Background: an optimization exercise with open tools, aiming at small area, a short achievable clock period and few clock cycles. Do not read the settings as production practice.
Where RTL was checked, it was by simulation tests only, not by an equivalence proof against the original.
The RTL of runs 4 and 5 was laid out without a check of its function.
Power figures rest on the tool's default switching activity, not on a simulated workload.

## design/flow/design.v

```verilog
module encode#(
	parameter DATAWIDTH_STATE		= 16,
	parameter DATAWIDTH_XMAX		= 18,
	parameter DATAWIDTH_RCPFREQ		= 32,
	parameter DATAWIDTH_BIAS		= 10,
	parameter DATAWIDTH_CMPLFREQ	= 9,
	parameter DATAWIDTH_RCPSHIFT	= 6,
	parameter RANS_BYTE_L_SHIFT		= 8,
	parameter DATANUM				= 130560
)(
	input wire								clk,
	input wire								rst,
	input wire								start,
	output reg								onebyte_end,
	output reg								finish,
	input wire	[	 DATAWIDTH_XMAX-1:0]	x_max,
	input wire								x_max_valid,
	input wire	[ DATAWIDTH_RCPFREQ-1:0]	rcp_freq,
	input wire								rcp_freq_valid,
	input wire	[	 DATAWIDTH_BIAS-1:0]	bias,
	input wire								bias_valid,
	input wire	[DATAWIDTH_CMPLFREQ-1:0]	cmpl_freq,
	input wire								cmpl_freq_valid,
	input wire	[DATAWIDTH_RCPSHIFT-1:0]	rcp_shift,
	input wire								rcp_shift_valid,
	input wire								tvalid,
	input wire	[			   	    7:0]	tdata,
	input wire								tlast,
	output reg	[			   	    7:0]	byte_enc,
	output reg								out_valid
);
	function gt8;
		input [7:0] a;
		input [7:0] b;
		reg [7:0] g, p;
		reg [3:0] g1, p1;
		reg [1:0] g2, p2;
		integer i;
		begin
			g = a & ~b;		 
			p = a | ~b;		 
			for (i = 0; i < 4; i = i + 1) begin
				g1[i] = g[2*i+1] | (p[2*i+1] & g[2*i]);
				p1[i] = g[2*i+1] | (p[2*i+1] & p[2*i]);
			end
			for (i = 0; i < 2; i = i + 1) begin
				g2[i] = g1[2*i+1] | (p1[2*i+1] & g1[2*i]);
				p2[i] = g1[2*i+1] | (p1[2*i+1] & p1[2*i]);
			end
			gt8 = g2[1] | (p2[1] & g2[0]);
		end
	endfunction
	function ge12;
		input [11:0] a;
		input [11:0] b;
		reg [11:0] g, p;
		reg [5:0] g1, p1;
		reg [2:0] g2, p2;
		reg p3;
		integer i;
		begin
			g = a & ~b;		 
			p = a | ~b;		 
			for (i = 0; i < 6; i = i + 1) begin
				g1[i] = g[2*i+1] | (p[2*i+1] & g[2*i]);
				p1[i] = g[2*i+1] | (p[2*i+1] & p[2*i]);
			end
			for (i = 0; i < 3; i = i + 1) begin
				g2[i] = g1[2*i+1] | (p1[2*i+1] & g1[2*i]);
				p2[i] = g1[2*i+1] | (p1[2*i+1] & p1[2*i]);
			end
			p3 = g2[1] | (p2[1] & p2[0]);
			ge12 = g2[2] | (p2[2] & p3);
		end
	endfunction
	function cmp7;
		input [6:0] a;
		input [6:0] b;
		input ge;
		integer i;
		reg r;
		begin
			r = ge;
			for (i = 0; i < 7; i = i + 1)
				r = (a[i] & ~b[i]) | ((a[i] | ~b[i]) & r);
			cmp7 = r;
		end
	endfunction
	function [15:0] dec4;
		input [3:0] a;
		begin
			dec4 = 16'd1 << a;
		end
	endfunction
	reg rst_r;
	always @(posedge clk) rst_r <= rst;
	reg			ld_v;
	reg	[7:0]	ld_f;
	always @(posedge clk) begin
		ld_v <= x_max_valid;
		ld_f <= x_max[15:8];
	end
	reg	[7:0]	ld_cnt;		 
	reg	[8:0]	ld_acc;		 
	always @(posedge clk) begin
		if (rst_r) begin
			ld_cnt <= 8'd0;
			ld_acc <= 9'd0;
		end else if (ld_v) begin
			ld_cnt <= ld_cnt + 8'd1;
			ld_acc <= ld_acc + {1'b0, ld_f};
		end
	end
	reg	[2*255-1:0]	lsr;	 
	always @(posedge clk)
		if (ld_v) lsr <= {lsr[2*254-1:0], ld_acc[1:0]};
	reg	[4:0]	thb [1:64];
	genvar gk;
	generate for (gk = 1; gk <= 64; gk = gk + 1) begin : g_thb
		always @(posedge clk)
			if (ld_v && !cmp7(ld_acc[8:2], gk, 1'b1)) thb[gk] <= ld_cnt[4:0];
	end endgenerate
	reg	[6:0]	thw [1:7];
	generate for (gk = 1; gk <= 7; gk = gk + 1) begin : g_thw
		always @(posedge clk)
			if (ld_v && ld_cnt == 32*gk) thw[gk] <= ld_acc[8:2];
	end endgenerate
	reg	[7:0]	idx;
	always @(posedge clk)
		idx <= tvalid ? tdata : idx + 8'd1;
	wire [15:0] oh_hi = dec4(idx[7:4]);
	wire [15:0] oh_lo = dec4(idx[3:0]);
	wire [1:0] lent [0:255];
	genvar gp;
	generate for (gp = 0; gp < 255; gp = gp + 1) begin : g_row
		assign lent[gp] = lsr[2*gp +: 2];
	end endgenerate
	assign lent[255] = 2'd0;
	reg [1:0] rd_lo;
	reg [1:0] grp;
	integer ia, ib;
	always @(*) begin
		rd_lo = 2'd0;
		for (ia = 0; ia < 16; ia = ia + 1) begin
			grp = 2'd0;
			for (ib = 0; ib < 16; ib = ib + 1)
				grp = grp | ({2{oh_lo[ib]}} & lent[16*(15-ia) + (15-ib)]);
			rd_lo = rd_lo | ({2{oh_hi[ia]}} & grp);
		end
	end
	reg [6:0] thw_a, thw_b;
	reg [4:0] s_lo;
	reg [1:0] lo_r;
	always @(posedge clk) begin
		case (idx[7:5])
			3'd0: begin thw_a <= 7'd0;   thw_b <= thw[1]; end
			3'd1: begin thw_a <= thw[1]; thw_b <= thw[2]; end
			3'd2: begin thw_a <= thw[2]; thw_b <= thw[3]; end
			3'd3: begin thw_a <= thw[3]; thw_b <= thw[4]; end
			3'd4: begin thw_a <= thw[4]; thw_b <= thw[5]; end
			3'd5: begin thw_a <= thw[5]; thw_b <= thw[6]; end
			3'd6: begin thw_a <= thw[6]; thw_b <= thw[7]; end
			default: begin thw_a <= thw[7]; thw_b <= 7'd64; end
		endcase
		s_lo <= idx[4:0];
		lo_r <= rd_lo;
	end
	wire [64:1] t;
	generate for (gk = 1; gk <= 64; gk = gk + 1) begin : g_cmp
		assign t[gk] = cmp7(thw_a, gk, 1'b1) | (cmp7(thw_b, gk, 1'b1) & cmp7({2'b0, s_lo}, {2'b0, thb[gk]}, 1'b0));
	end endgenerate
	reg [5:0] rd_hi;
	integer ik;
	always @(*) begin
		rd_hi = 6'd0;
		for (ik = 1; ik < 64; ik = ik + 1)
			if (t[ik] & ~t[ik+1]) rd_hi = rd_hi | ik[5:0];
	end
	wire [7:0] rd_cdf = {rd_hi, lo_r};
	reg			v1, v2, v3, v4, v5, v6, v7, fin1, fin2;
	reg			l1, l2, l3, l4, l5, l6, l7;
	always @(posedge clk) begin
		if (rst_r) begin
			v1 <= 1'b0; v2 <= 1'b0; v3 <= 1'b0; v4 <= 1'b0; v5 <= 1'b0; v6 <= 1'b0; v7 <= 1'b0;
			fin1 <= 1'b0;
			fin2 <= 1'b0;
		end else begin
			v1 <= tvalid; v2 <= v1; v3 <= v2; v4 <= v3; v5 <= v4; v6 <= v5; v7 <= v6;
			fin1 <= v7 & l7;
			fin2 <= fin1;
		end
		l1 <= tlast; l2 <= l1; l3 <= l2; l4 <= l3; l5 <= l4; l6 <= l5; l7 <= l6;
	end
	reg	[7:0]	c0, c1;
	always @(posedge clk) begin
		c0 <= c1;
		c1 <= rd_cdf;
	end
	reg	[7:0]	fa;
	always @(posedge clk)
		if (v4) fa <= c1 - c0;
	reg	[7:0]	ca, pc;
	reg	[7:0]	m1;
	reg	[9:0]	m3;
	reg	[10:0]	m5, m7;
	reg	[11:0]	m9, m11, m13, m15;
	always @(posedge clk) begin
		ca  <= c0;
		pc  <= ca;
		m1  <= fa;
		m3  <= {2'b0, fa} + {1'b0, fa, 1'b0};
		m5  <= {3'b0, fa} + {1'b0, fa, 2'b0};
		m7  <= {fa, 3'b0} - {3'b0, fa};
		m9  <= {1'b0, fa, 3'b0} + {4'b0, fa};
		m11 <= {1'b0, fa, 3'b0} + {3'b0, fa, 1'b0} + {4'b0, fa};
		m13 <= {fa, 4'b0} - {3'b0, fa, 1'b0} - {4'b0, fa};
		m15 <= {fa, 4'b0} - {4'b0, fa};
	end
	wire [11:0] mul [0:15];
	assign mul[0]  = 12'd0;
	assign mul[1]  = {4'b0, m1};
	assign mul[2]  = {3'b0, m1, 1'b0};
	assign mul[3]  = {2'b0, m3};
	assign mul[4]  = {2'b0, m1, 2'b0};
	assign mul[5]  = {1'b0, m5};
	assign mul[6]  = {1'b0, m3, 1'b0};
	assign mul[7]  = {1'b0, m7};
	assign mul[8]  = {1'b0, m1, 3'b0};
	assign mul[9]  = m9;
	assign mul[10] = {m5, 1'b0};
	assign mul[11] = m11;
	assign mul[12] = {m3, 2'b0};
	assign mul[13] = m13;
	assign mul[14] = {m7, 1'b0};
	assign mul[15] = m15;
	reg	[15:0]	x;
	reg			need;		 
	reg			sel_n, sel_x;	 
	wire [7:0] hi = x[15:8];
	wire [7:0] lo = x[7:0];
	reg	[7:0]	r1;			 
	reg	[3:0]	qh;			 
	reg	[3:0]	d2;			 
	reg	[7:0]	e2;			 
	wire [11:0]	u_w = ({12{sel_n}} & {8'd0, hi[7:4]})
	                | ({12{sel_x}} & {hi, lo[7:4]})
	                | ({12{v7}}    & {r1, d2});
	wire [7:0]	v2h = r1[3:0] + e2[7:4];
	wire [7:0]	u_v = ({8{sel_n}} & {4'd0, hi[7:4]})
	                | ({8{sel_x}} & {hi[3:0], lo[7:4]})
	                | ({8{v7}}    & {v2h[3:0], e2[3:0]});
	wire [15:0]	u_t;		 
	wire [15:0]	u_e;		 
	wire [7:0]	u_c [0:15];
	assign u_t[0] = 1'b1;
	genvar gm;
	generate for (gm = 1; gm < 16; gm = gm + 1) begin : g_div
		assign u_t[gm] = ge12(u_w, mul[gm]);
	end endgenerate
	generate for (gm = 0; gm < 16; gm = gm + 1) begin : g_cand
		assign u_c[gm] = u_v - mul[gm][7:0];
		if (gm < 15) begin : g_e
			assign u_e[gm] = u_t[gm] & ~u_t[gm+1];
		end else begin : g_e
			assign u_e[gm] = u_t[gm];
		end
	end endgenerate
	reg [7:0] u_rem;
	reg [3:0] u_q;
	integer mi;
	always @(*) begin
		u_rem = 8'd0;
		u_q = 4'd0;
		for (mi = 0; mi < 16; mi = mi + 1)
			if (u_e[mi]) begin
				u_rem = u_rem | u_c[mi];
				u_q = u_q | mi[3:0];
			end
	end
	wire [15:0] x_new = {qh, u_q, u_rem};
	wire [3:0] fah = fa[7:4];
	wire need_fast = (qh > fah) | ((qh == fah) & u_t[fa[3:0]]);
	wire need_slow = hi >= fa;
	wire need_nx = v7 ? need_fast : need_slow;
	wire [3:0] d2_nx = need ? hi[3:0] : lo[3:0];
	always @(posedge clk) begin
		need <= need_nx;
		sel_n <= v5 & need_nx;
		sel_x <= v5 & ~need_nx;
		r1 <= u_rem;
		qh <= u_q;
		d2 <= d2_nx;
		e2 <= {4'd0, d2_nx} + pc;
		if (start)   x <= 16'd256;
		else if (v7) x <= x_new;
	end
	always @(posedge clk) begin
		onebyte_end <= tvalid;
		if (rst_r) begin
			out_valid <= 1'b0;
			finish    <= 1'b0;
		end else begin
			out_valid <= (v6 & need) | fin1 | fin2;
			finish    <= fin2;
		end
		byte_enc <= (v6 | fin1) ? lo : hi;
	end
endmodule
```

## design/flow/flow/run.sh

```bash
#!/bin/bash
# Standard synthesis, then the standard ORFS layout steps with repair_timing
# aiming at a larger setup slack (a tighter internal target than the clock).
set -euo pipefail
MARGIN=${MARGIN:-6.5}
bash standard.sh synth > synth.log 2>&1
sed "s/SETUP_SLACK_MARGIN=[0-9.]*/SETUP_SLACK_MARGIN=$MARGIN/" standard.sh > layout.sh
grep -q "SETUP_SLACK_MARGIN=$MARGIN" layout.sh
bash layout.sh > layout.log 2>&1
```

## design/flow/standard.sh

```bash
#!/bin/bash
# synth_recipe.tcl (not shown) runs the flow's synth.tcl, then flattens the netlist and writes it again
# the make line also repeats each setting of config.mk as NAME=value (left out here)
make -C /OpenROAD-flow-scripts/flow DESIGN_CONFIG=/design/flow/config.mk WORK_HOME=/design/flow/orfs CLKGATE_MAP_FILE= SYNTH_SCRIPT=/design/flow/synth_recipe.tcl "${@:-finish}"
```

## design/flow/config.mk

```make
export PLATFORM = sky130hd
export DESIGN_NAME = encode
export DESIGN_NICKNAME = encode
export VERILOG_FILES = /design/flow/design.v
export SDC_FILE = /design/flow/constraint.sdc
export NUM_CORES = 8
export LEC_CHECK = 0
export CAP_MARGIN = 20
export CORE_MARGIN = 2
export CORE_UTILIZATION = 45
export CTS_CLUSTER_DIAMETER = 100
export CTS_CLUSTER_SIZE = 30
export SETUP_SLACK_MARGIN = 5
export SLEW_MARGIN = 20
export SYNTH_MEMORY_MAX_BITS = 16384
export TNS_END_PERCENT = 20
```

## design/flow/constraint.sdc

```tcl
create_clock -name core_clock -period 10.0 [get_ports {clk}]
set_input_delay 2.0000 -clock core_clock [delete_from_list [all_inputs] [get_ports {clk}]]
set_output_delay 2.0000 -clock core_clock [all_outputs]
set_load 0.01 [all_outputs]
```

==> results of run 1 <==
-- final timing paths --
path	slack, ns	startpoint	endpoint
hold reg to reg	0.32	c1[0]$_DFF_P_	c0[0]$_DFF_P_
setup / recovery	6.37	v7$_SDFF_PP0_	x[7]$_SDFFE_PP0P_
setup reg to reg	6.37	v7$_SDFF_PP0_	x[7]$_SDFFE_PP0P_
hold / removal	0.32	c1[0]$_DFF_P_	c0[0]$_DFF_P_
-- power breakdown --
part / total (mW) / internal (mW) / switching (mW)
clock: 2.54 / 0.994 / 1.55
sequential: 5.83 / 5.54 / 0.285
combinational: 2.30 / 0.877 / 1.42
-- flip-flops by register name, indices dropped and copies added, names as in the netlist, 8 cells and up --
register / count
thw: 49
x: 16
c0: 8
ld_cnt: 8
idx: 8
lsr: 510
m9: 11
m11: 10
r1: 8
m15: 12
m5: 9
c1: 8
pc: 8
thb: 320
byte_enc: 8
m13: 11
ld_f: 8
ld_acc: 9
ca: 8
m7: 8
fa: 8
e2: 8
-- per-layer routing --
metal  up-vias  global-route usage (%)  wire, um  part of all wire (%)
met5         -                       0         0                     0
met3       238                    3.07      9770                   6.5
met2      1275                    39.2     69400                    46
met1     17700                    34.8     66200                    44
li1      15900                       -         -                     -
met4         0                    7.86      5110                   3.4
-- layout make-up --
| class | count | area [um2] | share of cell area (%) |
|---|---|---|---|
| tap | 1524 | 1910 | 3.29 |
| multi-input combinational | 2648 | 20300 | 35.1 |
| timing repair buffer | 201 | 2070 | 3.58 |
| inverter | 176 | 687 | 1.19 |
| clock inverter | 18 | 313 | 0.540 |
| clock buffer | 72 | 1290 | 2.23 |
| sequential | 1118 | 31300 | 54.1 |
-- cells by family after synthesis --
logic type	Yosys count	synth area share [%]
multiplexers	122	2.63
AND/OR/NAND/NOR	846	8.07
flip-flops	1118	59.8
adder cells (fa/ha/maj)	401	9.00
buffers and inverters	400	3.09
XOR/XNOR	169	2.83
AO/OA/AOI/OAI	1109	14.6
-- placed cells by master, fill, tap and decap left out, drive strengths merged, types with 24 or more instances in the layout --
| cell type | Yosys | final |
|---|---|---|
| maj3 | 209 | 209 |
| clkbuf | 140 | 78 |
| clkdlybuf4s50 | 0 | 31 |
| nand4 | 48 | 48 |
| o21bai | 35 | 35 |
| nor2 | 229 | 229 |
| a211oi | 29 | 29 |
| a21oi | 228 | 228 |
| a22oi | 170 | 171 |
| xor2 | 44 | 44 |
| a31oi | 41 | 41 |
| a22o | 47 | 47 |
| edfxtp | 887 | 887 |
| and2 | 26 | 26 |
| mux2i | 36 | 36 |
| o22ai | 43 | 43 |
| nor2b | 45 | 45 |
| o211ai | 27 | 27 |
| nand3 | 57 | 57 |
| nand2 | 192 | 192 |
| buf | 84 | 161 |
| fa | 25 | 25 |
| o21a | 24 | 24 |
| dfxtp | 231 | 231 |
| nor3 | 39 | 39 |
| ha | 167 | 167 |
| mux2 | 82 | 82 |
| inv | 174 | 179 |
| a221oi | 75 | 75 |
| xnor2 | 125 | 125 |
| a21o | 44 | 44 |
| or2 | 24 | 24 |
| o21ai | 192 | 192 |
| nand2b | 107 | 107 |
-- what timing repair did --
item | 4_1_cts | 5_1_grt
hold endpoints to repair | 0 | 0
resized for setup | 107 | 134
endpoints found under the setup margin | 75 | 166
cloned | 4 | 6
buffers inserted | 46 | 36
pin swaps | 34 | 51
-- critical path: stages, from the launching register on --
cell,delay (ns)
dfxtp_4,0.39
buf_6,0.13
a222oi_1,0.21
buf_4,0.19
buf_6,0.11
ha_4,0.13
inv_4,0.05
fa_2,0.42
a21oi_2,0.18
nor2_1,0.07
nor2_2,0.11
o21bai_1,0.09
a21oi_1,0.16
xnor2_1,0.16
xnor2_1,0.13
a21boi_2,0.28
nand4b_1,0.25
o41a_1,0.47
==> results.txt, run 1 <==
fin util 50.0%; post-synth cell types 101; hpwl dp 95.3 mm; First DRT Iteration DRCs 3778; Worst-Margin Slew 1.08 ns; fillers 10100; maximum VDD drop 0.203 mV; # diodes 0; clock-pin transition on the worst setup and hold timing paths between 0.1 and 0.15 ns; Post-route DRC 0; final total power 10.7 mW; synthesis-stage register bit count 1118; Synth area leaders edfxtp_1 (51%), dfxtp_1 (8.8%), ha_1 (4.0%); Cell Rows 125; Max Clock Freq 0.275 GHz; Max Slew Vio Count 0; hold path depth 0; TritonCTS buffer count 48; non-filler cells, final 5757; share of post-route cells with drive strength above 1 13.6%; unrepaired setup endpoints after global routing true; mapped cell area approximately 52000 um2; Slew HR ~28%; area delta synth->final 10.7%; # hold bufs at CTS 0; post-route ant nets 0; Post-Synthesis Cells 4165; Crit. End Element flip-flop; crit path launch type flip-flop; status timing/DRC/antenna clean; worst skew pair latency 0.71 ns; largest net degree at the start of global routing 86; CTS Buffer Depth 3; worst hold path class flip-flop to flip-flop; Main synth FF type edfxtp_1; setup ws final 6.37 ns; asr flop ratio synth 0%; GR Overflow Total 0; RePlAce Congestion just under 1; pre-CTS WS 5.36 ns; initial antenna violation count 0; CORE AREA ~120000 um2; number of vias per cell 6.08; routed len/inst 26.1 um; GR Util All Layers between 20% and 30%; sequential share of the synthesized area 59.8%; Arrival @ worst endpoint 4.22 ns; Die ar. roughly 120000 um2; number of max-cap violations 0; vias in the first global route roughly 34000; CTS Root Cell clkbuf_16; endpoints failing hold 0; hold_ws 0.320 ns; fin crit share 36.3%; nets@finish approximately 4500; placed insts 5575; worst path required time 10.59 ns; num ports 104; crit path time final 3.63 ns; Synth area leader edfxtp_1; CTS tree built; Setup Skew 0.0502 ns; # port buffers 32; Avg Cell Area, Syn 12.6 um2; Die Wd 345 um; worst-path fanout max 5; first-pass GRT wire length 219 mm; Vias about 35000; Finished Cell Area 57900 um2; P_leak approximately 21 nW; setup_tns 0 ns; Post-synth top cells edfxtp_1 (887), dfxtp_1 (231), nor2_1 (229), a21oi_1 (228), nand2_1 (192); Yosys top cell area share between 50% and 60%; final number of setup-violating endpoints 0; routed wire length 150 mm; Reg2Reg Depth 17; htree depth 2; first drt pass iteration count 6; chip height 345 um; Crit Path Class flip-flop to flip-flop; EDFF count, synth 887; placed cell area 54500 um2; clk sinks roughly 1100; Syn Nets 4450; Initial Util 45.2%; PD cells 184 nW/um2; synthesis warning total 3; most common cell in the netlist edfxtp_1
Testbench counts, summed over its fixed seeds: cycles 36,480.
==> run 2: changes to the inputs <==
--- a/design/flow/config.mk
+++ b/design/flow/config.mk
@@ -10,6 +10,7 @@
 export CORE_UTILIZATION = 45
 export CTS_CLUSTER_DIAMETER = 100
 export CTS_CLUSTER_SIZE = 30
+export PLACE_DENSITY = 0.8
 export SETUP_SLACK_MARGIN = 5
 export SLEW_MARGIN = 20
 export SYNTH_MEMORY_MAX_BITS = 16384
==> run 2 against run 1 <==
Net effect: critical endpoint unchanged; die area unchanged; cell area increased by 1.3%; clock power decreased by 6%; largest power group unchanged; total power decreased by 1.4%; still clean; synthesized cell count unchanged; final cell count increased by 0.61%; highest routed layer is now met5; first-iteration DRC count increased by 29%.
==> results.txt, run 2 <==
endpoints failing hold 0; htree depth 2; CTS tree built; Die ar. 119000 um2; Int Power 7.38 mW; status timing/DRC/antenna clean; max incr delay on CP between 0.4 and 0.5 ns; nets@finish 4523; Syn Nets approximately 4500; Hold Crit Endpoint pc[7]$_DFF_P_; post-synth cell types roughly 100; Initial Util 45.2%; share of post-route cells with drive strength above 1 15.4%; initial antenna violation count 3; unrepaired setup endpoints after global routing true; Setup Skew 0.0349 ns; num ports 104; Crit. End Element flip-flop; Post-route DRC 0; fin crit share 38.6%; flop-to-flop setup slack between 6 and 7 ns; crit path time final 3.86 ns; GR Util met3 4.57%; # diodes 0; Main synth FF type edfxtp_1; post-route ant nets 0; most common cell after layout, fill and taps aside edfxtp_1; number of max-cap violations 0; P_leak approximately 21 nW; # port buffers 32; worst skew pair latency around 0.70 ns; Gate power share 21.5%; EDFF count, synth 887; clock-pin transition on the worst setup and hold timing paths 0.11 ns; maximum VDD drop 0.189 mV; Avg Cell Area, Syn 12.6 um2; Reg power frac 55.9%; top flop regs lsr x510, thb x320, thw x49; final total power approximately 11 mW; most frequent cells in the layout edfxtp_1 (887), nor2_1 (217), dfxtp_1 (212), a21oi_1 (198), nand2_1 (185); first drt pass iteration count 7; clk sinks 1118; synthesis-stage register bit count about 1100; CTS Root Cell clkbuf_16; CP Cell Sequence buf_12 -> a222oi_1 -> bufbuf_16 -> buf_6 -> o22ai_1 -> nor3_2 -> a211oi_2 -> o41ai_4 -> o21bai_4 -> inv_1 -> a21boi_1 -> nand4b_1 -> o41a_1; Arrival @ worst endpoint 4.43 ns; Die Wd 345 um; CTS Buffer Depth 3; hpwl dp ~86 mm; synthesis warning total 3; Slew HR between 15 and 20%; Clk pwr share 22.6%; Synth area leader edfxtp_1; setup_tns 0 ns; sequential share of the synthesized area 59.8%; gr busiest metal met2; Max Slew Vio Count 0; largest net degree at the start of global routing 196; Crit-path slowest cell o41ai_4; chip height 345 um; Vias 36500; hold path depth 0; worst-path fanout max 8; vias in the first global route 34900; Crit Path Class flip-flop to flip-flop; worst hold path class flip-flop to flip-flop; TritonCTS buffer count 46; Reg2Reg Depth 13; CP Buf/Inv Count 4; Max Clock Freq 0.259 GHz; routed wire length about 140 mm; GR Overflow Total 0; First DRT Iteration DRCs 4866; Biggest register lsr; Post-Synthesis Cells 4165; Sw Ratio 29.8%; RePlAce Congestion approximately 1; RR Startpoint v7$_SDFF_PP0_; Post-synth top cells edfxtp_1 (887), dfxtp_1 (231), nor2_1 (229), a21oi_1 (228), nand2_1 (192); CORE AREA approximately 120000 um2; mapped cell area 52300 um2; worst path required time around 11 ns; routed len/inst approximately 25 um; asr flop ratio synth 0%; met1 Use GR 30.9%; top cell family by delay on the critical path compound AO/OA/AOI/OAI gates; Yosys top cell area share 50.9%; worst hold path startpoint ca[7]$_DFF_P_; met2 Usage GRT 36.3%; Largest register FFs 510; Reg-to-Reg End x[7]$_SDFFE_PP0P_; Cell Rows 125; Synth area leaders edfxtp_1 (51%), dfxtp_1 (8.8%), ha_1 (4.0%); number of vias per cell 6.29; PD cells around 180 nW/um2; final number of setup-violating endpoints 0; GR Util All Layers a little under a quarter; most common cell in the netlist edfxtp_1; switching pwr 3.14 mW; Worst-Margin Slew 1.21 ns; # hold bufs at CTS 0; area delta synth->final 12.2%; crit path launch type flip-flop; first-pass GRT wire length 209 mm
==> run 2: how the worst max path moves through the flow <==
stage                   startpoint                   end  slack [ns]  cells past startpoint
floorplan             ld_v$_DFF_P_  thb[42][0]$_DFFE_PP_        4.49                      6
global placement     v7$_SDFF_PP0_     x[7]$_SDFFE_PP0P_        5.62                     14
detailed placement   v7$_SDFF_PP0_     x[7]$_SDFFE_PP0P_        5.62                     14
CTS                 idx[3]$_DFF_P_       lo_r[1]$_DFF_P_        6.29                     10
global route         sel_x$_DFF_P_     x[7]$_SDFFE_PP0P_        6.08                     16
finish               v7$_SDFF_PP0_     x[7]$_SDFFE_PP0P_        6.14                     13
==> run 2: area by class of cell <==
cell class                 instances  area, um2
clock buffer                      67       1230
clock inverter                    11        218
fill                            9542      57100
inverter                         176        698
multi-input combinational       2649      20600
sequential                      1118      31300
tap                             1524       1910
timing repair buffer             247       2710
==> run 2: routing by layer <==
layer	vias up	share of wire, %
li1	16000	-
met1	17800	39
met2	2185	46
met3	476	11
met4	4	4.6
met5	-	0.036
==> run 2: through the flow <==
stage	cell area, um2	util (%)	std cells	worst slack [ns]	hold slack (ns)
2_1_floorplan	52600	-	4165	4.49	0.310
3_3_place_gp	54400	47.0	5565	5.62	0.313
3_5_place_dp	54400	47.0	5565	5.62	0.314
4_1_cts	57300	49.5	5710	6.29	0.326
5_1_grt	58700	50.7	5792	6.08	0.316
6_report	58700	50.7	5792	6.14	0.313
==> run 2: cell families after synthesis <==
family,count (synthesis),synth area share [%]
AO/OA/AOI/OAI,1109,14.6
XOR/XNOR,169,2.83
adder cells (fa/ha/maj),401,9.00
buffers and inverters,400,3.09
flip-flops,1118,59.8
multiplexers,122,2.63
AND/OR/NAND/NOR,846,8.07
==> run 2: power groups by stage <==
| stage | combinational (mW) | sequential, mW | clock, mW |
|---|---|---|---|
| floorplan | 1.47 | 5.84 | 0 |
| global placement | 1.97 | 5.94 | 0 |
| global route | 2.42 | 5.92 | 2.56 |
| finish | 2.26 | 5.88 | 2.38 |
| detailed placement | 2.02 | 5.97 | 0 |
| CTS | 2.11 | 5.87 | 2.41 |
==> run 2: what timing repair did <==
action,in CTS,in global routing
buffers inserted,53,74
cloned,14,8
endpoints found under the setup margin,255,239
gates resized for setup,159,172
pin swaps,60,108
==> run 3: changes to the inputs <==
==> design/flow/config.mk (replaced) <==
export PLATFORM = sky130hd
export DESIGN_NAME = encode
export DESIGN_NICKNAME = encode
export VERILOG_FILES = /design/flow/design.v
export SDC_FILE = /design/flow/constraint.sdc
export NUM_CORES = 8
export LEC_CHECK = 0
export CAP_MARGIN = 5
export CORE_MARGIN = 2
export CORE_UTILIZATION = 45
export CTS_CLUSTER_DIAMETER = 100
export CTS_CLUSTER_SIZE = 30
export SETUP_SLACK_MARGIN = 5
export SLEW_MARGIN = 5
export SYNTH_MEMORY_MAX_BITS = 16384
export TNS_END_PERCENT = 20
==> run 3 against run 2 <==
Net effect: still clean on timing, DRC and antenna; cell area decreased by 1.3%; worst setup slack improved by 0.23 ns; die area unchanged; via count decreased by 3.9%; sequential cell count unchanged; combinational power increased by 2%; critical endpoint unchanged; highest routed layer is now met4.
==> results.txt, run 3 <==
status timing/DRC/antenna clean; post-synth cell types 101; num ports 104; fillers 10100; Vias ~35000; Crit. End Element flip-flop; GR Overflow Total 0; Max Clock Freq 0.276 GHz; Clk pwr share between 20% and 30%; CP Cell Sequence buf_6 -> a222oi_1 -> buf_4 -> buf_6 -> ha_4 -> inv_4 -> fa_2 -> a21oi_2 -> nor2_1 -> nor2_2 -> o21bai_1 -> a21oi_1 -> xnor2_1 -> xnor2_1 -> a21boi_2 -> nand4b_1 -> o41a_1; synthesis warning total 3; TritonCTS buffer count 48; RePlAce Congestion 0.963; Yosys top cell area share 50.9%; mapped cell area 52300 um2; initial antenna violation count 0; clock-pin transition on the worst setup and hold timing paths 0.11 ns; clk sinks 1118; P_leak about 21 nW; setup_tns 0 ns; Largest register FFs 510; Arrival @ worst endpoint 4.23 ns; final number of setup-violating endpoints 0; number of vias per cell ~6.1; htree depth 2; fin util approximately half; share of post-route cells with drive strength above 1 13.6%; sequential share of the synthesized area roughly three fifths; Sw Ratio 30.5%; First DRT Iteration DRCs 3753; worst hold path class flip-flop to flip-flop; worst skew pair latency around 0.71 ns; area delta synth->final 10.7%; Post-Synthesis Cells 4165; Max Slew Vio Count 0; asr flop ratio synth 0%; crit path launch type flip-flop; Int Power 7.41 mW; CTS Root Cell clkbuf_16; switching pwr 3.26 mW; top cell family by delay on the critical path compound AO/OA/AOI/OAI gates; Post-synth top cells edfxtp_1 (887), dfxtp_1 (231), nor2_1 (229), a21oi_1 (228), nand2_1 (192); Synth area leader edfxtp_1; PD cells 184 nW/um2; endpoints failing hold 0; post-route ant nets 0; hold_ws 0.321 ns; Gate power share 21.6%; pre-CTS WS approximately 5.4 ns; Slew HR 11.5%; routed wire length 150 mm; Crit Path Class flip-flop to flip-flop; max incr delay on CP roughly 0.47 ns; CTS Buffer Depth 3; Die Wd about 340 um; maximum VDD drop slightly above 0.2 mV; number of max-cap violations 0; final total power 10.7 mW; Die ar. 119000 um2; nets@finish 4478; most frequent cells in the layout edfxtp_1 (887), nor2_1 (217), dfxtp_1 (208), a21oi_1 (203), nand2_1 (189); most common cell in the netlist edfxtp_1; chip height 345 um; # port buffers 32; Biggest register lsr; Syn Nets 4450; crit path time final between 3 and 4 ns; first-pass GRT wire length around 220 mm; CP Buf/Inv Count 4; top flop regs lsr x510, thb x320, thw x49; Initial Util 45.2%; # diodes 0; Synth area leaders edfxtp_1 (51%), dfxtp_1 (8.8%), ha_1 (4.0%); Main synth FF type edfxtp_1; largest net degree at the start of global routing 86; Reg power frac between 50% and 60%; routed len/inst 26.1 um; Setup Skew 0.0531 ns; CTS tree built; Cell Rows 125; Worst-Margin Slew around 1.3 ns; Crit-path slowest cell o41a_1; GR Util All Layers 24.5%; fin crit share 36.3%; hpwl dp between 90 and 100 mm; Post-route DRC 0; Avg Cell Area, Syn 12.6 um2; most common cell after layout, fill and taps aside edfxtp_1; first drt pass iteration count 6; setup ws final approximately 6.4 ns; synthesis-stage register bit count between 1000 and 1500; worst-path fanout max 5; unrepaired setup endpoints after global routing true; worst path required time 10.60 ns; EDFF count, synth 887; CORE AREA 116000 um2; vias in the first global route 33900
==> run 3: cell counts after synthesis <==
No cell type changed its count.
==> run 3: power groups by stage <==
stage | registers [mW] | logic, mW | clock network, mW
floorplan | 5.84 | 1.47 | 0
global placement | 5.92 | 2.12 | 0
detailed placement | 5.94 | 2.12 | 0
CTS | 5.83 | 2.18 | 2.61
global route | 5.88 | 2.48 | 2.75
finish | 5.83 | 2.30 | 2.54
==> run 3: through the flow <==
| step | area [um2] | cells |
|---|---|---|
| 6_report | 57900 | 5757 |
| 5_1_grt | 57900 | 5757 |
| 4_1_cts | 56900 | 5715 |
| 3_5_place_dp | 54500 | 5575 |
| 3_3_place_gp | 54500 | 5575 |
| 2_1_floorplan | 52600 | 4165 |
==> run 3: cell type report <==
type	instances	area [um2]	share of cell area (%)
Sequential cell	1118	31300	54.1
Timing Repair Buffer	201	2070	3.58
Clock buffer	72	1290	2.23
Tap cell	1524	1910	3.29
Inverter	176	687	1.19
Multi-Input combinational cell	2648	20300	35.1
Clock inverter	18	313	0.540
==> run 3: kinds of logic (layout without fill, tap and decap cells) <==
family,after synthesis,count (layout),share of synthesized area [%]
xor+xnor,169,169,2.83
flops,1118,1118,59.8
compound gates,1109,1110,14.6
buf+inv,400,467,3.09
simple gates,846,846,8.07
fa+ha+maj,401,401,9.00
mux,122,122,2.63
==> run 3: metal layers <==
layer | up-vias | global-route usage [%] | routed length (um)
met4 | 0 | 7.86 | 5270
met3 | 252 | 3.07 | 9680
li1 | 15900 | - | -
met2 | 1321 | 39.2 | 69100
met5 | - | 0 | 0
met1 | 17600 | 34.8 | 66300
==> run 3: what timing repair did <==
| action | CTS | global route |
|---|---|---|
| pin swaps | 34 | 51 |
| gates cloned | 4 | 6 |
| resized for setup | 107 | 134 |
| hold buffers | 0 | 0 |
| setup buffers | 46 | 36 |
| endpoints found under the setup margin | 75 | 166 |
==> run 3: path summary, 6_finish.rpt <==
| check | cells after the start | slack (ns) | start | endpoint |
|---|---|---|---|---|
| min reg2reg | 0 | 0.32 | c1[0]$_DFF_P_ | c0[0]$_DFF_P_ |
| max | 17 | 6.37 | v7$_SDFF_PP0_ | x[7]$_SDFFE_PP0P_ |
| min | 0 | 0.32 | c1[0]$_DFF_P_ | c0[0]$_DFF_P_ |
| max reg2reg | 17 | 6.37 | v7$_SDFF_PP0_ | x[7]$_SDFFE_PP0P_ |
==> run 3: worst register-to-register path, stage by stage, from the launching register on <==
cell and delay (ns):
dfxtp_4 0.39, buf_6 0.13, a222oi_1 0.21, buf_4 0.19, buf_6 0.11, ha_4 0.13, inv_4 0.05, fa_2 0.43
a21oi_2 0.18, nor2_1 0.07, nor2_2 0.11, o21bai_1 0.09, a21oi_1 0.16, xnor2_1 0.16, xnor2_1 0.13, a21boi_2 0.28
nand4b_1 0.25, o41a_1 0.47
==> run 4: changes to the inputs <==
--- a/design/flow/design.v
+++ b/design/flow/design.v
@@ -235,20 +235,15 @@
 	assign mul[15] = m15;
 	reg	[15:0]	x;
 	reg			need;		 
-	reg			sel_n, sel_x;	 
 	wire [7:0] hi = x[15:8];
 	wire [7:0] lo = x[7:0];
-	reg	[7:0]	r1;			 
+	reg	[7:0]	ur;
+	reg	[3:0]	ud;
 	reg	[3:0]	qh;			 
-	reg	[3:0]	d2;			 
 	reg	[7:0]	e2;			 
-	wire [11:0]	u_w = ({12{sel_n}} & {8'd0, hi[7:4]})
-	                | ({12{sel_x}} & {hi, lo[7:4]})
-	                | ({12{v7}}    & {r1, d2});
-	wire [7:0]	v2h = r1[3:0] + e2[7:4];
-	wire [7:0]	u_v = ({8{sel_n}} & {4'd0, hi[7:4]})
-	                | ({8{sel_x}} & {hi[3:0], lo[7:4]})
-	                | ({8{v7}}    & {v2h[3:0], e2[3:0]});
+	wire [11:0]	u_w = {ur, ud};
+	wire [3:0]	v2h = ur[3:0] + e2[7:4];
+	wire [7:0]	u_v = v7 ? {v2h, e2[3:0]} : {ur[3:0], ud};
 	wire [15:0]	u_t;		 
 	wire [15:0]	u_e;		 
 	wire [7:0]	u_c [0:15];
@@ -282,14 +277,18 @@
 	wire need_fast = (qh > fah) | ((qh == fah) & u_t[fa[3:0]]);
 	wire need_slow = hi >= fa;
 	wire need_nx = v7 ? need_fast : need_slow;
+	wire [15:0] x_src = v7 ? x_new : x;
 	wire [3:0] d2_nx = need ? hi[3:0] : lo[3:0];
 	always @(posedge clk) begin
 		need <= need_nx;
-		sel_n <= v5 & need_nx;
-		sel_x <= v5 & ~need_nx;
-		r1 <= u_rem;
+		if (v6) begin
+			ur <= u_rem;
+			ud <= d2_nx;
+		end else begin
+			ur <= need_nx ? 8'd0 : x_src[15:8];
+			ud <= need_nx ? x_src[15:12] : x_src[7:4];
+		end
 		qh <= u_q;
-		d2 <= d2_nx;
 		e2 <= {4'd0, d2_nx} + pc;
 		if (start)   x <= 16'd256;
 		else if (v7) x <= x_new;
==> design/flow/config.mk (replaced) <==
export PLATFORM = sky130hd
export DESIGN_NAME = encode
export DESIGN_NICKNAME = encode
export VERILOG_FILES = /design/flow/design.v
export SDC_FILE = /design/flow/constraint.sdc
export NUM_CORES = 8
export LEC_CHECK = 0
export CAP_MARGIN = 20
export CORE_MARGIN = 2
export CORE_UTILIZATION = 45
export CTS_CLUSTER_DIAMETER = 100
export CTS_CLUSTER_SIZE = 30
export SETUP_SLACK_MARGIN = 5
export SLEW_MARGIN = 20
export SYNTH_MEMORY_MAX_BITS = 16384
==> run 4 against run 3 <==
Net effect: largest cell class unchanged; sequential cell count decreased by 3; wire length decreased by 1.2%; core utilization increased by 0.79 points; worst hold slack improved by 0.015 ns; non-clock buffer count increased by 48.
==> results.txt, run 4 <==
number of max-cap violations 0; # diodes 0; Die Wd 346 um; CTS tree built; final total power 10.6 mW; setup_tns 0 ns; Main synth FF type edfxtp_1; fillers 10100; post-route ant nets 0; Finished Cell Area 59000 um2; hpwl dp 94.2 mm; GR Overflow Total 0; Setup Skew 0.0560 ns; PD cells 179 nW/um2; # hold bufs at CTS 0; # port buffers 32; Slew HR between 20% and 30%; P_leak ~21 nW; routed len/inst 25.3 um; htree depth 2; EDFF count, synth 887; CTS Root Cell clkbuf_16; share of post-route cells with drive strength above 1 15.9%; first drt pass iteration count 6; sequential share of the synthesized area 59.3%; chip height 346 um; mapped cell area roughly 53000 um2; Int Power approximately 7.4 mW; Initial Util 45.4%; Worst-Margin Slew 1.17 ns; switching pwr 3.18 mW; first-pass GRT wire length approximately 220 mm; post-synth cell types slightly above 90; most common cell after layout, fill and taps aside edfxtp_1; crit path launch type flip-flop; Post-route DRC 0; synthesis warning total 3; routed wire length between 100 and 150 mm; top flop regs lsr x510, thb x320, thw x49; area delta synth->final 12.0%; asr flop ratio synth 0%; GR Util All Layers 23.9%; crit path time final ~3.8 ns; Syn Nets about 4500; largest net degree at the start of global routing 88; num ports 104; worst-path fanout max 5; clock-pin transition on the worst setup and hold timing paths 0.11 ns; First DRT Iteration DRCs 3957; Biggest register lsr; Reg-to-Reg End ud[3]$_DFF_P_; Largest register FFs between 500 and 600; hold path depth 0; RePlAce Congestion 1.02; non-filler cells, final between 5000 and 6000; Reg2Reg Depth 19; Max Clock Freq 0.264 GHz; Die ar. 120000 um2; Max Slew Vio Count 0; placed cell area 55100 um2; Vias ~36000; Yosys top cell area share 50.6%; nets@finish 4583; placed insts approximately 5600; number of vias per cell 6.10; unrepaired setup endpoints after global routing true; TritonCTS buffer count 47; Crit Path Class flip-flop to flip-flop; flop-to-flop setup slack 6.21 ns; worst hold path startpoint l6$_DFF_P_; Synth area leader edfxtp_1; Post-synth top cells edfxtp_1 (887), dfxtp_1 (228), nor2_1 (220), nand2_1 (196), a21oi_1 (190); worst hold path class flip-flop to flip-flop; Reg power frac between 50% and 60%; Clk pwr share between 20% and 30%; Avg Cell Area, Syn 12.5 um2; status timing/DRC/antenna clean; Crit. End Element flip-flop; vias in the first global route around 35000; Gate power share 22.4%; CTS Buffer Depth 3; CORE AREA 116000 um2; fin crit share 37.9%; worst skew pair latency 0.69 ns; most frequent cells in the layout edfxtp_1 (887), nor2_1 (204), dfxtp_1 (201), nand2_1 (194), a21oi_1 (177); maximum VDD drop 0.225 mV; Sw Ratio 30.0%; initial antenna violation count 3; Synth area leaders edfxtp_1 (51%), dfxtp_1 (8.7%), ha_1 (4.0%); Critical Path Source ur[0]$_DFF_P_; worst path required time 10.55 ns; RR Startpoint ur[0]$_DFF_P_; Cell Rows roughly 130; Arrival @ worst endpoint 4.34 ns; final number of setup-violating endpoints 0; endpoints failing hold 0; synthesis-stage register bit count 1115; Hold Crit Endpoint l7$_DFF_P_; clk sinks around 1100; Post-Synthesis Cells 4212; most common cell in the netlist edfxtp_1
==> run 4: cell count changes after synthesis, sizes merged, moves of 19 or more <==
cell / previous run / this run
a22oi: 170 / 146
nor3: 39 / 64
nand2b: 107 / 134
a21oi: 228 / 190
o22ai: 43 / 22
o21ai: 192 / 173
nor2b: 45 / 94
buf: 84 / 62
xnor2: 125 / 97
==> run 4: layer usage <==
| metal | share of wire, % | routed length, um | GRT usage (%) | vias up |
|---|---|---|---|---|
| met5 | 0.0088 | 13 | 0 | - |
| met4 | 3.3 | 4890 | 7.18 | 2 |
| met3 | 7.3 | 10900 | 3.36 | 264 |
| met2 | 46 | 67800 | 38.2 | 1438 |
| met1 | 44 | 64700 | 34.0 | 17900 |
| li1 | - | - | - | 16200 |
==> run 4: repair_timing <==
action                     CTS  global route
pin swaps                   26            59
setup endpoints to repair  127           112
buffers inserted            66            58
gates cloned                 3             4
gates resized for setup    164           125
==> run 4: per-stage QoR <==
step	hold slack (ns)	util, %	worst slack, ns
2_1_floorplan	0.310	-	4.51
3_3_place_gp	0.310	47.5	5.19
3_5_place_dp	0.312	47.5	5.14
4_1_cts	0.339	49.9	6.20
5_1_grt	0.344	50.8	6.10
6_report	0.337	50.8	6.21
==> run 4: layout make-up <==
class	count	area, um2	area share [%]
clock buffers	73	1290	2.20
clock inverters	15	201	0.342
inverters	189	782	1.33
multi-input cells	2695	21100	35.8
flip-flops and latches	1115	31300	53.0
well taps	1524	1910	3.23
repair buffers	249	2420	4.11
==> run 4: how the worst max path moves through the flow <==
| stage | slack (ns) | end |
|---|---|---|
| floorplan | 4.51 | thb[3][0]$_DFFE_PP_ |
| global placement | 5.19 | ud[3]$_DFF_P_ |
| detailed placement | 5.14 | ud[3]$_DFF_P_ |
| CTS | 6.20 | ud[3]$_DFF_P_ |
| global route | 6.10 | ud[3]$_DFF_P_ |
| finish | 6.21 | ud[3]$_DFF_P_ |
==> run 4: logic make-up (layout without fill, tap and decap cells) <==
family | after synthesis | after routing | share of synthesized area, %
flops | 1115 | 1115 | 59.3
compound gates | 1051 | 1051 | 14.1
simple gates | 967 | 967 | 9.45
fa+ha+maj | 416 | 416 | 9.32
buf+inv | 402 | 526 | 2.99
xor+xnor | 138 | 138 | 2.30
mux | 123 | 123 | 2.60
==> run 4: critical path, cell delays in order, from the launching register on <==
cell       delay, ns
dfxtp_4         0.37
ha_4            0.16
fa_1            0.44
nand2_1         0.09
o21ai_2         0.06
buf_6           0.14
buf_4           0.14
buf_4           0.14
ha_4            0.22
a21o_1          0.19
a21oi_4         0.20
xnor2_2         0.14
xnor2_1         0.15
a2111o_1        0.17
o2111ai_4       0.17
nor4bb_4        0.34
nand4_1         0.15
buf_6           0.16
mux2i_1         0.16
a221oi_2        0.10
==> run 4: power groups by stage <==
stage | Combinational [mW] | Clock [mW] | Sequential, mW
3_5_place_dp | 2.19 | 0 | 5.88
3_3_place_gp | 2.18 | 0 | 5.86
4_1_cts | 2.28 | 2.51 | 5.77
6_report | 2.37 | 2.44 | 5.77
2_1_floorplan | 1.55 | 0 | 5.81
5_1_grt | 2.56 | 2.65 | 5.81
==> run 5: changes to the inputs <==
--- a/design/flow/design.v
+++ b/design/flow/design.v
@@ -86,6 +86,23 @@
 			cmp7 = r;
 		end
 	endfunction
+	function [63:0] therm64;
+		input [6:0] w;
+		reg [8:0] eqh, gth;
+		reg [7:0] gel;
+		integer i, j;
+		begin
+			for (i = 0; i < 9; i = i + 1) begin
+				eqh[i] = (w[6:3] == i);
+				gth[i] = (w[6:3] > i);
+			end
+			for (j = 0; j < 8; j = j + 1)
+				gel[j] = (w[2:0] >= j);
+			for (i = 0; i < 8; i = i + 1)
+				for (j = 0; j < 8; j = j + 1)
+					therm64[8*i+j] = (j == 7) ? gth[i] : (gth[i] | (eqh[i] & gel[j+1]));
+		end
+	endfunction
 	function [15:0] dec4;
 		input [3:0] a;
 		begin
@@ -115,10 +132,11 @@
 	always @(posedge clk)
 		if (ld_v) lsr <= {lsr[2*254-1:0], ld_acc[1:0]};
 	reg	[4:0]	thb [1:64];
+	wire [63:0] ld_ge = therm64(ld_acc[8:2]);	 
 	genvar gk;
 	generate for (gk = 1; gk <= 64; gk = gk + 1) begin : g_thb
 		always @(posedge clk)
-			if (ld_v && !cmp7(ld_acc[8:2], gk, 1'b1)) thb[gk] <= ld_cnt[4:0];
+			if (ld_v && !ld_ge[gk-1]) thb[gk] <= ld_cnt[4:0];
 	end endgenerate
 	reg	[6:0]	thw [1:7];
 	generate for (gk = 1; gk <= 7; gk = gk + 1) begin : g_thw
@@ -165,9 +183,11 @@
 		s_lo <= idx[4:0];
 		lo_r <= rd_lo;
 	end
+	wire [63:0] ta = therm64(thw_a);
+	wire [63:0] tb = therm64(thw_b);
 	wire [64:1] t;
 	generate for (gk = 1; gk <= 64; gk = gk + 1) begin : g_cmp
-		assign t[gk] = cmp7(thw_a, gk, 1'b1) | (cmp7(thw_b, gk, 1'b1) & cmp7({2'b0, s_lo}, {2'b0, thb[gk]}, 1'b0));
+		assign t[gk] = ta[gk-1] | (tb[gk-1] & cmp7({2'b0, s_lo}, {2'b0, thb[gk]}, 1'b0));
 	end endgenerate
 	reg [5:0] rd_hi;
 	integer ik;
@@ -235,22 +255,28 @@
 	assign mul[15] = m15;
 	reg	[15:0]	x;
 	reg			need;		 
+	reg			sel_n, sel_x;	 
 	wire [7:0] hi = x[15:8];
 	wire [7:0] lo = x[7:0];
-	reg	[7:0]	ur;
-	reg	[3:0]	ud;
+	reg	[7:0]	r1;			 
 	reg	[3:0]	qh;			 
+	reg	[3:0]	d2;			 
 	reg	[7:0]	e2;			 
-	wire [11:0]	u_w = {ur, ud};
-	wire [3:0]	v2h = ur[3:0] + e2[7:4];
-	wire [7:0]	u_v = v7 ? {v2h, e2[3:0]} : {ur[3:0], ud};
+	wire [11:0]	u_w = ({12{sel_n}} & {8'd0, hi[7:4]})
+	                | ({12{sel_x}} & {hi, lo[7:4]})
+	                | ({12{v7}}    & {r1, d2});
+	wire [11:0]	u_w2 = v7 ? {r1, d2} : sel_n ? {8'd0, hi[7:4]} : {hi, lo[7:4]};
+	wire [7:0]	v2h = r1[3:0] + e2[7:4];
+	wire [7:0]	u_v = ({8{sel_n}} & {4'd0, hi[7:4]})
+	                | ({8{sel_x}} & {hi[3:0], lo[7:4]})
+	                | ({8{v7}}    & {v2h[3:0], e2[3:0]});
 	wire [15:0]	u_t;		 
 	wire [15:0]	u_e;		 
 	wire [7:0]	u_c [0:15];
 	assign u_t[0] = 1'b1;
 	genvar gm;
 	generate for (gm = 1; gm < 16; gm = gm + 1) begin : g_div
-		assign u_t[gm] = ge12(u_w, mul[gm]);
+		assign u_t[gm] = ge12((gm < 8) ? u_w : u_w2, mul[gm]);
 	end endgenerate
 	generate for (gm = 0; gm < 16; gm = gm + 1) begin : g_cand
 		assign u_c[gm] = u_v - mul[gm][7:0];
@@ -277,18 +303,14 @@
 	wire need_fast = (qh > fah) | ((qh == fah) & u_t[fa[3:0]]);
 	wire need_slow = hi >= fa;
 	wire need_nx = v7 ? need_fast : need_slow;
-	wire [15:0] x_src = v7 ? x_new : x;
 	wire [3:0] d2_nx = need ? hi[3:0] : lo[3:0];
 	always @(posedge clk) begin
 		need <= need_nx;
-		if (v6) begin
-			ur <= u_rem;
-			ud <= d2_nx;
-		end else begin
-			ur <= need_nx ? 8'd0 : x_src[15:8];
-			ud <= need_nx ? x_src[15:12] : x_src[7:4];
-		end
+		sel_n <= v5 & need_nx;
+		sel_x <= v5 & ~need_nx;
+		r1 <= u_rem;
 		qh <= u_q;
+		d2 <= d2_nx;
 		e2 <= {4'd0, d2_nx} + pc;
 		if (start)   x <= 16'd256;
 		else if (v7) x <= x_new;
--- a/design/flow/config.mk
+++ b/design/flow/config.mk
@@ -13,3 +13,4 @@
 export SETUP_SLACK_MARGIN = 5
 export SLEW_MARGIN = 20
 export SYNTH_MEMORY_MAX_BITS = 16384
+export TNS_END_PERCENT = 20
==> run 5 against run 4 <==
Net effect: non-clock buffer count grew 54; worst hold slack lost 0.0029 ns; global-route usage grew 1.2 points; cell area grew 1.7%; die area grew 0.49%; final cell count grew 0.94%; worst setup slack lost 0.099 ns; clock power grew 2%; combinational power shrank 3%; critical path type unchanged; largest cell class unchanged; largest power group unchanged.
==> results.txt, run 5 <==
Syn Nets 4524; Synth area leaders edfxtp_1 (50%), dfxtp_1 (8.7%), ha_1 (4.0%); initial antenna violation count 0; routed len/inst 26.4 um; Yosys top cell area share roughly half; fin crit share between 30% and 40%; synthesis-stage register bit count 1118; endpoints failing hold 0; P_leak between 20 and 25 nW; Reg-to-Reg End x[6]$_SDFFE_PP0P_; clk sinks 1118; worst-path fanout max 6; chip height 347 um; number of vias per cell slightly above 6; crit path time final a little under 4 ns; Adder-Cell Fraction of Synth Area 8.92%; first drt pass iteration count 8; XOR/XNOR share of the synthesized area 2.78%; worst hold path startpoint l2$_DFF_P_; nets@finish 4637; Cell Rows ~130; Slew HR between 20% and 30%; Setup Skew 0.0337 ns; asr flop ratio synth 0%; RePlAce Congestion a little under 1; Sw Ratio 30.2%; sequential share of the synthesized area 59.1%; Synth area leader edfxtp_1; post-route ant nets 0; area delta synth->final 13.4%; crit path launch type flip-flop; Clk pwr share 23.5%; CTS tree built; Crit Path Class flip-flop to flip-flop; most frequent cells in the layout edfxtp_1 (887), a21oi_1 (229), buf_4 (204), dfxtp_1 (200), nor2_1 (189); Synth Area in Compound Gates 15.3%; CORE AREA 116000 um2; worst path required time 10.59 ns; mapped cell area 52900 um2; # port buffers 32; # hold bufs at CTS 0; most common cell after layout, fill and taps aside edfxtp_1; Multi-input gate area 21400 um2; unrepaired setup endpoints after global routing true; top flop regs lsr x510, thb x320, thw x49; synthesis warning total 3; Post-synth top cells edfxtp_1 (887), a21oi_1 (271), dfxtp_1 (231), nor2_1 (208), maj3_1 (207); # diodes 0; hold path depth 0; setup_tns 0 ns; Gate power share between 20% and 30%; fin util just over 50%; Reg power frac 54.8%; largest net degree at the start of global routing 91; Initial Util 45.5%; hpwl dp 97.6 mm; fillers 10100; PD cells 176 nW/um2; routed wire length 156 mm; clock-pin transition on the worst setup and hold timing paths 0.11 ns; maximum VDD drop 0.157 mV; GR Util All Layers 25.2%; flop-to-flop setup slack 6.11 ns; mux cell area share after synthesis 2.60%; worst skew pair latency 0.72 ns; Post-route DRC 0; htree depth 2; Main synth FF type edfxtp_1; Reg2Reg Depth 13; First DRT Iteration DRCs 4309; Die Wd 347 um; Avg Cell Area, Syn 12.5 um2; simple-gate share of the synthesized area under 10%; Max Clock Freq 0.257 GHz; Post-Synthesis Cells 4239; RR Startpoint sel_n$_DFF_P_; post-synth cell types between 90 and 100; Max Slew Vio Count 0; Worst-Margin Slew 1.16 ns; most common cell in the netlist edfxtp_1; TritonCTS buffer count 47; share of post-route cells with drive strength above 1 18.0%; GR Overflow Total 0; first-pass GRT wire length 229 mm; Biggest register lsr; EDFF count, synth 887; CTS Buffer Depth 3; Arrival @ worst endpoint 4.49 ns; CTS Root Cell clkbuf_16; Crit. End Element flip-flop; Hold Crit Endpoint l3$_DFF_P_; Die ar. ~120000 um2; switching pwr 3.19 mW; final number of setup-violating endpoints 0; register area 31300 um2; status timing/DRC/antenna clean; worst hold path class flip-flop to flip-flop; vias in the first global route 35400; Critical Path Source sel_n$_DFF_P_; Largest register FFs just over 500; largest family of logic cells by synthesized area compound AO/OA/AOI/OAI gates; num ports 104; Vias 36500; Int Power 7.39 mW; number of max-cap violations 0
-- run 5: changes by cell type after synthesis, moves of 18 or more --
cell	delta
a21o_1	+18
a21oi_1	+81
nor3_1	-19
maj3_1	+41
clkbuf_1	+19
maj3_2	-52
nand2_1	-22
xnor2_1	+28
nand2b_1	-25
nor2b_1	-43
o21bai_1	+20
-- run 5: cell families after synthesis --
| group | count (synthesis) |
|---|---|
| and+or+nand+nor | 847 |
| AOI/OAI and AO/OA | 1165 |
| adders and majority gates | 404 |
| DFF | 1118 |
| xor gates and xnor gates | 168 |
| muxes | 122 |
| buffers and inverters | 415 |
-- run 5: layer usage --
| layer | up-vias | share of wire, % | global-route usage, % |
|---|---|---|---|
| li1 | 16400 | - | - |
| met1 | 18200 | 43 | 36.0 |
| met2 | 1618 | 45 | 38.7 |
| met3 | 338 | 7.5 | 3.64 |
| met4 | 0 | 4.1 | 9.70 |
| met5 | - | 0 | 0 |
-- run 5: power groups by stage --
stage / Clock (mW) / Combinational [mW] / Sequential, mW
after floorplan: 0 / 1.41 / 5.77
after global placement: 0 / 1.97 / 5.89
after detailed placement: 0 / 1.98 / 5.90
after CTS: 2.56 / 2.22 / 5.79
after global routing: 2.70 / 2.47 / 5.84
final: 2.49 / 2.29 / 5.79
-- run 5: per-stage QoR --
stage / cells / hold WS (ns) / total power [mW] / worst slack (ns) / area (um2)
5_1_grt: 5915 / 0.345 / 11.0 / 6.05 / 60000
3_5_place_dp: 5631 / 0.314 / 7.87 / 4.45 / 55000
2_1_floorplan: 4239 / 0.310 / 7.18 / 4.46 / 53100
3_3_place_gp: 5631 / 0.312 / 7.85 / 4.52 / 55000
6_report: 5915 / 0.334 / 10.6 / 6.11 / 60000
4_1_cts: 5846 / 0.338 / 10.6 / 6.19 / 58900
-- run 5: worst max-delay path, cell delays in order (launching register included) --
cell      delay, ns
dfxtp_4        0.39
buf_4          0.15
buf_16         0.14
or3b_4         0.43
buf_4          0.16
a32oi_1        0.14
o221ai_1       0.16
a311oi_1       0.50
a21oi_2        0.21
nand2_1        0.19
o221ai_1       0.15
or4_4          0.54
or4_4          0.45
o21a_1         0.18
-- run 5: cell type report --
class                      count  share of cell area, %
sequential                  1118                   52.2
multi-input combinational   2706                   35.7
timing repair buffer         303                   5.11
tap                         1524                   3.18
clock buffer                  73                   2.12
inverter                     176                   1.19
clock inverter                15                  0.475
-- run 5: worst max-delay path by stage --
stage	endpoint	slack [ns]	cells past startpoint
after CTS	x[6]$_SDFFE_PP0P_	6.19	11
after global routing	x[6]$_SDFFE_PP0P_	6.05	15
after global placement	x[1]$_SDFFE_PP0P_	4.52	11
final	x[6]$_SDFFE_PP0P_	6.11	13
after floorplan	thb[2][0]$_DFFE_PP_	4.46	9
after detailed placement	x[1]$_SDFFE_PP0P_	4.45	11
-- run 5: timing repair --
item / CTS / global route
pin swaps: 123 / 77
hold endpoints to repair: 0 / 0
buffers inserted: 115 / 68
gates cloned: 12 / 1
endpoints found under the setup margin: 275 / 109
gates resized for setup: 318 / 121
==> run 6: changes to the inputs <==
--- a/design/flow/design.v
+++ b/design/flow/design.v
@@ -265,7 +265,6 @@
 	wire [11:0]	u_w = ({12{sel_n}} & {8'd0, hi[7:4]})
 	                | ({12{sel_x}} & {hi, lo[7:4]})
 	                | ({12{v7}}    & {r1, d2});
-	wire [11:0]	u_w2 = v7 ? {r1, d2} : sel_n ? {8'd0, hi[7:4]} : {hi, lo[7:4]};
 	wire [7:0]	v2h = r1[3:0] + e2[7:4];
 	wire [7:0]	u_v = ({8{sel_n}} & {4'd0, hi[7:4]})
 	                | ({8{sel_x}} & {hi[3:0], lo[7:4]})
@@ -276,7 +275,7 @@
 	assign u_t[0] = 1'b1;
 	genvar gm;
 	generate for (gm = 1; gm < 16; gm = gm + 1) begin : g_div
-		assign u_t[gm] = ge12((gm < 8) ? u_w : u_w2, mul[gm]);
+		assign u_t[gm] = ge12(u_w, mul[gm]);
 	end endgenerate
 	generate for (gm = 0; gm < 16; gm = gm + 1) begin : g_cand
 		assign u_c[gm] = u_v - mul[gm][7:0];
==> design/flow/flow/run.sh (replaced) <==
#!/bin/bash
# Standard synthesis, then the standard ORFS layout steps with repair_timing
# aiming at a larger setup slack (a tighter internal target than the clock).
set -euo pipefail
MARGIN=${MARGIN:-6.3}
bash standard.sh synth > synth.log 2>&1
sed "s/SETUP_SLACK_MARGIN=[0-9.]*/SETUP_SLACK_MARGIN=$MARGIN/" standard.sh > layout.sh
grep -q "SETUP_SLACK_MARGIN=$MARGIN" layout.sh
bash layout.sh > layout.log 2>&1
==> run 6 against run 5 <==
Net effect: critical path type is now flip-flop to primary output; core utilization fell by 2.3 points; wire length fell by 7.6%; worst setup slack improved by 0.14 ns; register-to-register slack improved by 0.14 ns; clock power fell by 2%; sequential share of layout area rose by 3.2 points; count of clock-buffer cells in the layout fell by 4; critical endpoint is now out_valid; first-iteration DRC count fell by 14%; synthesized area fell by 1.5%.
==> results.txt, run 6 <==
crit path launch type flip-flop; flop-to-flop setup slack 6.25 ns; largest net degree at the start of global routing 202; Int Power between 7 and 8 mW; Biggest register lsr; hpwl dp 90.2 mm; hold_ws 0.329 ns; htree depth 2; register area between 30000 and 40000 um2; post-synth cell types 92; crit path time final 3.76 ns; most common cell in the netlist edfxtp_1; most frequent cells in the layout edfxtp_1 (887), a21oi_1 (233), dfxtp_1 (214), maj3_1 (194), nor2_1 (193); crit path capture out_valid; post-route ant nets 0; first drt pass iteration count 8; max incr delay on CP 0.59 ns; Die Wd 344 um; Crit Path Class flip-flop to primary output; Syn Nets 4410; Synth area leader edfxtp_1; CTS tree built; EDFF count, synth 887; top flop regs lsr x510, thb x320, thw x49; Slew HR 21.2%; worst skew pair latency 0.72 ns; sequential share of the synthesized area between 50% and 60%; Reg-to-Reg End x[0]$_SDFFE_PP0P_; Post-synth top cells edfxtp_1 (887), a21oi_1 (255), dfxtp_1 (231), nor2_1 (202), maj3_1 (194); TritonCTS buffer count 47; Post-Synthesis Cells 4125; top cell family by delay on the critical path buffers and inverters; worst-path fanout max 1; fillers ~10000; maximum VDD drop ~0.2 mV; switching pwr 2.97 mW; share of post-route cells with drive strength above 1 10.6%; clock-pin transition on the worst setup and hold timing paths around 0.11 ns; Worst-Margin Slew 1.18 ns; setup ws final approximately 6.2 ns; chip height between 300 and 400 um; Synth area leaders edfxtp_1 (51%), dfxtp_1 (8.9%), ha_1 (4.0%); endpoints failing hold 0; pre-CTS WS approximately 5.3 ns; synthesis-stage register bit count 1118; mapped cell area 52100 um2; first-pass GRT wire length between 200 and 250 mm; asr flop ratio synth 0%; worst hold path class flip-flop to flip-flop; Critical Path Source out_valid$_SDFF_PP0_; Reg power frac 56.7%; setup_tns 0 ns; CP Cell Sequence clkdlybuf4s50_1; num ports 104; number of max-cap violations 0; worst path required time 8.00 ns; RR Startpoint sel_x$_DFF_P_; RePlAce Congestion 0.965; clk sinks between 1000 and 1500; most common cell after layout, fill and taps aside edfxtp_1; synthesis warning total 3; Vias approximately 34000; PD cells between 150 and 200 nW/um2; CORE AREA 115000 um2; Initial Util 45.4%; Die ar. about 120000 um2; Max Slew Vio Count 0; Main synth FF type edfxtp_1; P_leak 20.2 nW; CP Buf/Inv Count 1; Crit. End Element primary output; Clk pwr share 23.9%; Multi-input gate area 19700 um2; GR Util All Layers 23.9%; Crit. path cell count 1; # port buffers 32; Max Clock Freq 0.266 GHz; Cell Rows ~120; Crit-path slowest cell clkdlybuf4s50_1; fin crit share approximately 38%; status timing/DRC/antenna clean; vias in the first global route 32900; final number of setup-violating endpoints 0; Arrival @ worst endpoint between 1.5 and 2 ns; routed wire length between 100 and 150 mm; initial antenna violation count 4; CTS Buffer Depth 3; CTS Root Cell clkbuf_16; Post-route DRC 0; Largest register FFs 510; Avg Cell Area, Syn between 10 and 15 um2; GR Overflow Total 0; First DRT Iteration DRCs 3703; Yosys top cell area share 51.1%; number of vias per cell between 6 and 7; Gate power share 19.4%; area delta synth->final 8.45%; nets@finish approximately 4400; Reg2Reg Depth 9; Sw Ratio between 20% and 30%; Setup Skew 0.0733 ns; unrepaired setup endpoints after global routing true; routed len/inst 25.6 um
run 6: changes by cell type in the layout (fill, tap and decap cells not counted), sizes merged, moves of 10 or more:
| cell | change |
|---|---|
| a22oi | +25 |
| and2 | -10 |
| a21boi | -11 |
| a221oi | -14 |
| a21oi | -16 |
| buf | -150 |
| nand2b | -26 |
| or2b | +17 |
| o21ai | +10 |
run 6: timing repair:
action	CTS	global route
buffers inserted	5	25
endpoints found under the setup margin	36	29
gates resized for setup	51	50
hold buffers	0	0
cloned	1	1
pin swaps	3	11
run 6: power groups by stage:
stage	Clock [mW]	Combinational, mW	Sequential, mW
after floorplan	0	1.35	5.75
after global placement	0	1.88	5.85
after detailed placement	0	1.89	5.86
after CTS	2.50	1.94	5.75
after global routing	2.63	2.13	5.80
final	2.43	1.96	5.75
run 6: cells by family (layout without fill, tap and decap cells):
| kind of cell | after synthesis | count (layout) | synth area share [%] |
|---|---|---|---|
| fa+ha+maj | 405 | 405 | 9.11 |
| simple gates | 787 | 787 | 7.58 |
| mux | 121 | 121 | 2.64 |
| other cells | 0 | 3 | 0 |
| xor+xnor | 172 | 172 | 2.89 |
| buf+inv | 401 | 404 | 3.01 |
| flops | 1118 | 1118 | 60.0 |
| compound gates | 1121 | 1121 | 14.8 |
run 6: per-layer routing:
| metal | vias to the layer above | GRT usage [%] | wire [um] |
|---|---|---|---|
| li1 | 15700 | - | - |
| met1 | 17100 | 34.5 | 64500 |
| met2 | 1317 | 37.9 | 66000 |
| met3 | 235 | 2.63 | 9120 |
| met4 | 0 | 7.68 | 4740 |
| met5 | - | 0 | 0 |
run 6: layout make-up:
class                      count  area share (%)
antenna                        3          0.0133
clock buffer                  69            2.25
clock inverter                15           0.438
inverter                     172            1.19
multi-input combinational   2606            34.9
sequential                  1118            55.4
tap                         1512            3.35
timing repair buffer         148            2.48
run 6: per-stage QoR:
stage | std cells | power (mW) | area, um2 | util [%]
4_1_cts | 5614 | 10.2 | 56100 | 49.0
6_report | 5643 | 10.1 | 56500 | 49.3
2_1_floorplan | 4125 | 7.10 | 52300 | -
3_3_place_gp | 5523 | 7.73 | 54300 | 47.4
5_1_grt | 5641 | 10.6 | 56500 | 49.3
3_5_place_dp | 5524 | 7.75 | 54300 | 47.4
run 6: worst min path at each step:
stage | from | endpoint | slack [ns] | cells past startpoint
after floorplan | lo_r[0]$_DFF_P_ | c1[0]$_DFF_P_ | 0.31 | 0
after CTS | ca[1]$_DFF_P_ | pc[1]$_DFF_P_ | 0.33 | 0
after detailed placement | ca[1]$_DFF_P_ | pc[1]$_DFF_P_ | 0.31 | 0
after global placement | ca[1]$_DFF_P_ | pc[1]$_DFF_P_ | 0.31 | 0
after global routing | ca[1]$_DFF_P_ | pc[1]$_DFF_P_ | 0.34 | 0
final | ca[0]$_DFF_P_ | pc[0]$_DFF_P_ | 0.33 | 0
Testbench counts of run 6, summed over its fixed seeds: cycles 36,480.

==> re-timing with driven ports <==
In the flow no input, the clock included, has a driving cell. The finished layouts below were timed again as built, in two steps. Step 1, drivers: a clkbuf_16 drives clk and a buf_2 each remaining input, both assumed. Step 2 adds t to the input delays and takes it off the output delays; t is the mean of the earliest and latest rising clock arrival at the registers after step 1. Input paths then give back, and output paths get back, about the clock's delay inside the block. Slacks: ideal / step 1 / step 2; pairs: ideal / step 1.
| run | t, ns | setup slack, ns | hold WS [ns] |
|---|---|---|---|
| run 1 | 0.761 | 6.370 / 6.349 / 6.370 | 0.320 / 0.320 / 0.320 |
| run 2 | 0.747 | 6.145 / 6.145 / 6.145 | 0.313 / 0.313 / 0.313 |
| run 3 | 0.763 | 6.370 / 6.348 / 6.370 | 0.321 / 0.321 / 0.321 |
| run 4 | 0.737 | 6.206 / 6.206 / 6.206 | 0.337 / 0.337 / 0.337 |
| run 5 | 0.759 | 6.107 / 6.107 / 6.107 | 0.334 / 0.334 / 0.334 |
| run 6 | 0.754 | 6.244 / 6.171 / 6.255 | 0.329 / 0.329 / 0.329 |
After both steps setup and hold are still met in every run listed.
